Background: an optimization exercise with open tools, aiming at small area and a short achievable clock period. Do not read the settings as production practice.
Function was checked by simulation only, so behaviour that the tests miss may differ from the original.
Power figures rest on the tool's default switching activity, not on a simulated workload.

rev 12:
## sata_link
module sata_link(
   trn_rsof_n, trn_reof_n, trn_rd, trn_rsrc_rdy_n,
   trn_tdst_rdy_n, trn_tdst_dsc_n, trn_csof_n, trn_ceof_n, trn_cd,
   trn_csrc_rdy_n, trn_csrc_dsc_n, txdata, txdatak,
   phyclk, host_rst, trn_rdst_rdy_n, trn_rdst_dsc_n, trn_tsof_n,
   trn_teof_n, trn_td, trn_tsrc_rdy_n, trn_tsrc_dsc_n, trn_cdst_rdy_n,
   trn_cdst_dsc_n, txdatak_pop, rxdata, rxdatak, linkup
   );
localparam [31:0]
  P_ALIGN              = 32'h7B4A_4ABC,
  P_CONT               = 32'h9999_AA7C,
  P_DMAT               = 32'h3636_B57C,
  P_EOF                = 32'hD5D5_B57C,
  P_HOLD               = 32'hD5D5_AA7C,
  P_HOLDA              = 32'h9595_AA7C,
  P_PMNAK              = 32'hF5F5_957C,
  P_PMREQ_P            = 32'h1717_B57C,
  P_PMREQ_S            = 32'h7575_957C,
  P_R_ERR              = 32'h5656_B57C,
  P_R_IP               = 32'h5555_B57C,
  P_R_OK               = 32'h3535_B57C,
  P_R_RDY              = 32'h4A4A_957C,
  P_SOF                = 32'h3737_B57C,
  P_SYNC               = 32'hB5B5_957C,
  P_WTRM               = 32'h5858_B57C,
  P_X_RDY              = 32'h5757_B57C;
localparam [3:0]
  C_R_OK  = 4'h1,
  C_R_ERR = 4'h2,
  C_SYNC  = 4'h3,
  ...
Size: about 4600 cells after synthesis.
Settings: LEC_CHECK=0, CAP_MARGIN=20, CORE_MARGIN=2, CORE_UTILIZATION=55, CTS_CLUSTER_DIAMETER=100, CTS_CLUSTER_SIZE=25, PLACE_DENSITY=0.65, SETUP_SLACK_MARGIN=3.6, SLEW_MARGIN=20, TNS_END_PERCENT=30; clock period 6.5 ns.
standard.sh (not shown) runs the stock make flow with config.mk's settings and CLKGATE_MAP_FILE= SYNTH_SCRIPT=/design/flow/synth_recipe.tcl, a recipe that flattens the netlist after the stock synthesis.
==> flow/flow/run.sh <==
#!/bin/bash
# Layout flow: the standard ORFS flow (standard.sh: unchanged synthesis,
# floorplan, power grid, placement, CTS and routing) with three extra ORFS
# settings:
#  - port buffers are sky130_fd_sc_hd__buf_2 instead of the delay cell
#    buffer_ports picks by default (BUFFER_PORTS_ARGS);
#  - the resizer may change a cell's footprint (MATCH_CELL_FOOTPRINT=0), so
#    port buffers and gates on critical paths can be sized freely;
#  - CTS clusters up to 25 sinks within 100 um and adds no dummy loads
#    (CTS_ARGS; the other arguments are the ones cts.tcl uses by default).
# The full output of the run goes to standard.log in the work folder.
set -euo pipefail
bash standard.sh \
  "BUFFER_PORTS_ARGS=-buffer_cell sky130_fd_sc_hd__buf_2" \
  MATCH_CELL_FOOTPRINT=0 \
  "CTS_ARGS=-sink_clustering_enable -repair_clock_nets -sink_clustering_size 25 -sink_clustering_max_diameter 100 -dont_use_dummy_load" \
  finish > standard.log 2>&1
Modified inputs, rev 13 compared to rev 12
Settings: a change of SETUP_SLACK_MARGIN from 3.6 to 3.8.
- In the flow results for rev 13 and rev 12, the post-route cell area is smaller on rev 12.
- Having completed the whole flow, rev 13 delivered a layout that passed the timing, DRC and antenna checks.
- Rev 12 → rev 13: half-perimeter wire length of the detailed placement result did not really move; initial antenna violation count was more or less identical; clock-cell share of area closely matched the old numbers.
- Looking at rev 13 and rev 12, the met1 global-route usage is a wash.
- Rev 13 vs. rev 12: sequential portion of the cell area fell 0.91 points; number of vias in the routed layout rose 248; combined global-route utilization of all metal layers rose 0.17 points; highest clock rate fell about 1.4%; part of the power in registers fell 0.3 points.
- On switching part of the total power, rev 13 and rev 12 are basically level.

---

Starting RTL as in the previous note.
Settings: LEC_CHECK=0, CAP_MARGIN=20, CORE_MARGIN=2, CORE_UTILIZATION=65, CTS_CLUSTER_DIAMETER=100, CTS_CLUSTER_SIZE=25, PLACE_DENSITY=0.75, SETUP_SLACK_MARGIN=3.6, SLEW_MARGIN=20, TNS_END_PERCENT=10; clock period 6.5 ns.
Scripts as last shown in full above: flow/flow/run.sh
Rerun with:
--- a/flow/config.mk
+++ b/flow/config.mk
@@ -8,8 +8,8 @@
 export CAP_MARGIN = 20
 export CORE_MARGIN = 2
-export CORE_UTILIZATION = 65
+export CORE_UTILIZATION = 55
 export CTS_CLUSTER_DIAMETER = 100
 export CTS_CLUSTER_SIZE = 25
-export PLACE_DENSITY = 0.75
+export PLACE_DENSITY = 0.65
 export SETUP_SLACK_MARGIN = 3.6
 export SLEW_MARGIN = 20
The changed run finished clean.
Routed wire length came out higher by a few percent.
Total power came out higher slightly.
Clock power came out higher slightly.
First-iteration DRC count came out lower by about a fifth.
Die area came out higher by about a fifth.
Worst setup slack improved by 0.023 ns.
Clock-buffer cell count came out higher by 2.
Non-clock buffer count came out higher by 28.
Global-route usage came out lower by 4.3 points.
Via count came out lower slightly.
Hold slack improved by 0.040 ns.

port drivers added, routing unchanged:
How much do the figures lean on ideal ports? The routed layouts below were timed once more, with nothing changed but the port constraints. Step 1 sets driving cells, clkbuf_16 on the clock port and buf_2 on the other inputs (assumed; they add their load-dependent delay and slew). Step 2, shift: input delay + t, output delay - t, t = (earliest + latest rising clock arrival at the registers) / 2. This alone moves slack from input paths to output paths. a / b / c = ideal / step 1 / step 2; a / b = the first two.
| run | t (ns) | slack for setup (ns) | hold slack, ns |
|---|---|---|---|
| rev 12 | 0.732 | 3.494 / 3.486 / 2.758 | 0.315 / 0.315 / 0.315 |
| rev 13 | 0.736 | 3.450 / 3.450 / 2.825 | 0.314 / 0.314 / 0.314 |
| the first run of note 2 | 0.730 | 3.430 / 3.455 / 2.725 | 0.274 / 0.274 / 0.274 |
| the second run of note 2 | 0.732 | 3.453 / 3.437 / 2.706 | 0.314 / 0.314 / 0.314 |
After both steps every run listed still meets setup and hold. For the second run of note 2, which loses most, drivers alone change the setup slack by -0.016 ns; drivers and shift together by -0.747 ns.
